Context: an optimization exercise on an open-source flow, tuned for small area and a short achievable clock period. The choices shown serve that exercise and are no tape-out recipe. In this exercise RTL edits were held to simulation tests only and were not proved equivalent to the original. Power figures rest on the tool's default switching activity, not on a simulated workload.

==> inputs of raven <==
==> flow/design.v (excerpt) <==
module dwpe_top #(
	parameter DW = 32,
	parameter POX = 5,
	parameter KSIZE = 3
)(
	input 					clk,
	input 					rst_n,
	input 					dwpe_ena,
	input [POX*DW-1:0]		pixel_array,
	input [DW-1:0]			weight,
	output[POX*DW-1:0]		result,
	output[POX-1:0]			result_valid
);
dwpe #(
	.DW(DW),
	.POX(POX),
	.KSIZE(KSIZE)
) u_dwpe (
	.clk,
	.rst_n,
	.dwpe_ena,
	.pixel_array(pixel_array),
	.weight,
	.result(result),
	.result_valid(result_valid)
);
endmodule
==> flow/config.mk <==
export PLATFORM = sky130hd
export DESIGN_NAME = dwpe_top
export DESIGN_NICKNAME = dwpe_top
export VERILOG_FILES = /design/flow/design.v
export SDC_FILE = /design/flow/constraint.sdc
export NUM_CORES = 4
export LEC_CHECK = 0
export CAP_MARGIN = 10
export CORE_MARGIN = 2
export CORE_UTILIZATION = 40
export PLACE_DENSITY = 0.6
export SETUP_SLACK_MARGIN = 3.6
export SLEW_MARGIN = 10
export SYNTH_HIERARCHICAL = 1
==> flow/constraint.sdc <==
create_clock -name core_clock -period 9.0 [get_ports {clk}]
set_input_delay 1.8000 -clock core_clock [delete_from_list [all_inputs] [get_ports {clk}]]
set_output_delay 1.8000 -clock core_clock [all_outputs]
set_load 0.01 [all_outputs]
standard.sh (not shown) runs the stock make flow with config.mk's settings and CLKGATE_MAP_FILE= SYNTH_SCRIPT=/design/flow/synth_recipe.tcl, a recipe that flattens the netlist after the stock synthesis.
==> flow/flow/run.sh <==
#!/bin/bash
# Layout: the standard ORFS flow, with the port buffers made of plain
# buffers (buf_2 instead of the delay buffer buffer_ports picks by default)
# and sizing free to change a cell's footprint.
set -euo pipefail
bash standard.sh \
	BUFFER_PORTS_ARGS="-buffer_cell sky130_fd_sc_hd__buf_2" \
	MATCH_CELL_FOOTPRINT=0 \
	finish > make.log 2>&1
==> inputs of lagoon, as changes to raven <==
==> flow/run.sh (new file) <==
#!/bin/bash
# synth_recipe.tcl (not shown) runs the flow's synth.tcl, then flattens the netlist and writes it again
# the make line also repeats each setting of config.mk as NAME=value (left out here)
make -C /OpenROAD-flow-scripts/flow DESIGN_CONFIG=/design/flow/config.mk WORK_HOME=/design/flow/orfs CLKGATE_MAP_FILE= SYNTH_SCRIPT=/design/flow/synth_recipe.tcl finish
Settings changed: CAP_MARGIN 10 to 20, SETUP_SLACK_MARGIN 3.6 to unset, SLEW_MARGIN 10 to 20.
removed: flow/flow/run.sh
removed: flow/standard.sh
==> inputs of cedar, as changes to raven <==
Settings changed: CAP_MARGIN 10 to 5, SETUP_SLACK_MARGIN 3.6 to 3.2, SLEW_MARGIN 10 to 5, TNS_END_PERCENT set to 30.
==> inputs of willow, as changes to raven <==
Settings changed: SETUP_SLACK_MARGIN 3.6 to 3.2.
==> comparison table <==
Placer Congestion: raven 0.957; cedar 0.936; lagoon 0.928; willow 0.932
Resized Gates After CTS: raven 299; cedar 17; lagoon 0; willow 60
Global-route track usage on met1: raven 40.2%; cedar 38.7%; lagoon 37.8%; willow 39.8%
Via density per instance: raven 6.73; cedar 6.59; lagoon 6.38; willow 6.56
Run status: raven no timing/DRC/antenna violations; cedar no timing/DRC/antenna violations; lagoon no timing/DRC/antenna violations; willow no timing/DRC/antenna violations
Overall power: raven 22.1 mW; cedar 20.8 mW; lagoon 20.4 mW; willow 20.8 mW
Multi-input comb cells: raven 5864; cedar 5836; lagoon 5811; willow 5836
Kind of end point of the critical path: raven register; cedar output port; lagoon register; willow register
Clock tree buffer count of the final layout: raven 60; cedar 59; lagoon 60; willow 62
Crit path launch type: raven input pin; cedar register; lagoon input pin; willow input pin
Relative area of non-clock buffer cells in the final design: raven 10.1%; cedar 5.75%; lagoon 6.97%; willow 5.60%
Maximum number of pins on one net before global-route repair: raven 113; cedar 106; lagoon 106; willow 111
Detailed route wirelength on metal3: raven 49200 µm; cedar 35900 µm; lagoon 26600 µm; willow 34800 µm
Post-CTS Repair Setup Buffers: raven 103; cedar 15; lagoon 0; willow 15
Utilization of the core after routing: raven 47.7%; cedar 44.5%; lagoon 44.5%; willow 44.5%
Final Routed Wirelength: raven 344000 µm; cedar 310000 µm; lagoon 276000 µm; willow 305000 µm
Clock-net power: raven 1.99 mW; cedar 2.12 mW; lagoon 2.14 mW; willow 2.06 mW

---

==> build 80: inputs <==
Starting RTL as in the previous note.
==> flow/design.v (excerpt) <==
module dwpe_top #(
	parameter DW = 32,
	parameter POX = 5,
	parameter KSIZE = 3
)(
	input 					clk,
	input 					rst_n,
	input 					dwpe_ena,
	input [POX*DW-1:0]		pixel_array,
	input [DW-1:0]			weight,
	output[POX*DW-1:0]		result,
	output[POX-1:0]			result_valid
);
dwpe #(
	.DW(DW),
	.POX(POX),
	.KSIZE(KSIZE)
) u_dwpe (
	.clk,
	.rst_n,
	.dwpe_ena,
	.pixel_array(pixel_array),
	.weight,
	.result(result),
	.result_valid(result_valid)
);
endmodule
Settings: LEC_CHECK=0, CAP_MARGIN=20, CORE_MARGIN=2, CORE_UTILIZATION=40, PLACE_DENSITY=0.6, SETUP_SLACK_MARGIN=3.5, SLEW_MARGIN=20, SYNTH_HIERARCHICAL=1; clock period 9.0 ns.
==> flow/flow/run.sh <==
#!/bin/bash
# Layout: the standard ORFS flow, with the port buffers made of plain
# buffers (buf_2 instead of the delay buffer buffer_ports picks by default)
# and sizing free to change a cell's footprint.
set -euo pipefail
bash standard.sh \
	BUFFER_PORTS_ARGS="-buffer_cell sky130_fd_sc_hd__buf_2" \
	MATCH_CELL_FOOTPRINT=0 \
	finish > make.log 2>&1
==> inputs of trial 66, as changes to build 80 <==
--- a/flow/config.mk
+++ b/flow/config.mk
@@ -10,5 +10,5 @@
 export CORE_UTILIZATION = 40
 export PLACE_DENSITY = 0.6
-export SETUP_SLACK_MARGIN = 3.5
+export SETUP_SLACK_MARGIN = 3.0
 export SLEW_MARGIN = 20
 export SYNTH_HIERARCHICAL = 1
==> qor summary <==
	build 80	trial 66
Register cell area after layout	6550 µm²	6490 µm²
Total global-route track usage	0.341	0.311
Total Wirelength	331000 µm	295000 µm
Met3 layer wire length in the routed design	42100 µm	31800 µm
Via density per instance	6.62	6.49
Pin count of the biggest net entering global routing	131	226
Stages on the worst setup path	13	11
Dpl cells	9021	8991
Number of cells on the worst reg-to-reg path	15	13
Worst slew pin tran	1.29 ns	1.46 ns
Antenna Diode Count	51	47
Sequential fraction of design power	0.132	0.144
Worst VDD drop	182 µV	169 µV
Register-to-register path setup slack	3.73 ns	3.49 ns
Cts bufs inserted	48	46
Peak per-stage delay on the critical path	0.61 ns	1.09 ns
Status	complete, no violations	complete, no violations
Crit path max-delay cell type	sky130_fd_sc_hd__fa_1	sky130_fd_sc_hd__a21oi_2
Met3 Usage GRT	0.100	0.0749
Number of buffers inserted to repair setup after CTS	154	19

---

==> run a: inputs <==
Starting RTL as in the previous note.
Settings: LEC_CHECK=0, CAP_MARGIN=20, CORE_MARGIN=2, CORE_UTILIZATION=40, PLACE_DENSITY=0.6, SETUP_SLACK_MARGIN=3.5, SLEW_MARGIN=20, SYNTH_HIERARCHICAL=1; clock period 9.0 ns.
run.sh (not shown) runs the stock make flow with config.mk's settings and CLKGATE_MAP_FILE= SYNTH_SCRIPT=/design/flow/synth_recipe.tcl, a recipe that flattens the netlist after the stock synthesis.
Stock flow here: none of the scripts above is used.
==> inputs of run b, as changes to run a <==
--- a/flow/config.mk
+++ b/flow/config.mk
@@ -11,3 +11,3 @@
 export PLACE_DENSITY = 0.6
-export SETUP_SLACK_MARGIN = 3.5
+export SETUP_SLACK_MARGIN = 2.5
 export SLEW_MARGIN = 20
==> notes <==
Run b went through all stages and came out clean. Run a finished clean. Against run a, the core utilization of run b is lower by 5.0 points. Between run b and run a, the lower hold slack is in run b (gap 0.014 ns). Critical path depth: run b is lower than run a (4). In run b the design area is lower than in run a, by about 10%. Between run a and run b, the lower power is in run b (gap about 13%, measured against run b). Between run a and run b, the lower clock-buffer cell count is in run a (gap 9). In die area, run b and run a do not differ. Sequential power: run a is higher than run b (about 3%). Between run b and run a, the lower via count is in run b (gap 8.2%, measured against run a).
==> figures <==
                                                                                                           run a                                            run b
Status                                                                                            finished clean                                   finished clean
Worst VDD drop                                                                                            163 uV                                           180 uV
Comb. pwr                                                                                               0.0180 W                                         0.0153 W
Crit path capture                                                u_dwpe.u_mac_bank.macs[0].u_mac.st1[29]$_DFF_P_  u_dwpe.u_mac_bank.macs[1].u_mac.st1[25]$_DFF_P_
Vias                                                                                                       64100                                            58800
P_leak                                                                                                   34.5 nW                                          30.6 nW
Metal3 WL                                                                                               46700 um                                         28500 um
Number of cell instances on the worst register-to-register path                                               17                                               14
Antenna Diode Count                                                                                           34                                               19
Number of placed instances, taps included                                                                   9061                                             9084
Number of nets in the layout                                                                                9002                                             8565
Ratio of layout area to synthesized area                                                                  1.238x                                           1.114x
Crit path arrival time                                                                                   6.16 ns                                          7.02 ns
Worst hold margin                                                                                       0.485 ns                                         0.471 ns
Critical Path RT                                                                                         9.54 ns                                          9.53 ns
Cell area after placement                                                                            77800 sq um                                      77100 sq um
Average vias per placed instance                                                                            6.62                                             6.37
Hpwl dp                                                                                                190000 um                                        193000 um
ClkCell Share                                                                                              1.72%                                            2.05%
Timing-limited maximum frequency                                                                       0.178 GHz                                        0.154 GHz

afterwards: timing with drivers on the ports:
The results above use ideal ports. As a check the final layouts listed here were re-extracted and re-timed, cells and wires unchanged. Step 1 sets driving cells, clkbuf_16 on the clock port and buf_2 on the other inputs (assumed; they add their load-dependent delay and slew). Step 2 times the ports against the registers' clock, not the clock port: input delays grow and output delays shrink by t, the midpoint of the rising clock arrivals with the driver on. Three values: ideal ports, drivers, drivers and shift; two values: the first two.
| run | shift t [ns] | setup slack, ns | clock arrival spread, ns | cell pins on the clock port's net |
|---|---|---|---|---|
| raven | 0.738 | 3.380 / 3.374 / 2.636 | 0.065 / 0.065 | 1 |
| lagoon | 0.732 | 2.113 / 2.159 / 1.427 | 0.037 / 0.037 | 1 |
| cedar | 0.770 | 3.112 / 3.015 / 2.403 | 0.040 / 0.040 | 1 |
| willow | 0.739 | 3.121 / 3.150 / 2.441 | 0.044 / 0.044 | 1 |
| build 80 | 0.753 | 3.379 / 3.410 / 2.657 | 0.056 / 0.056 | 1 |
| trial 66 | 0.751 | 2.988 / 3.051 / 2.300 | 0.101 / 0.100 | 1 |
| run a | 0.741 | 3.371 / 3.335 / 2.594 | 0.077 / 0.078 | 1 |
| run b | 0.739 | 2.512 / 2.551 / 1.812 | 0.047 / 0.046 | 1 |
After both steps setup and hold are still met in every run listed. The setup slack of run a, which loses most, moves by -0.036 ns with the drivers and by -0.777 ns with both steps.
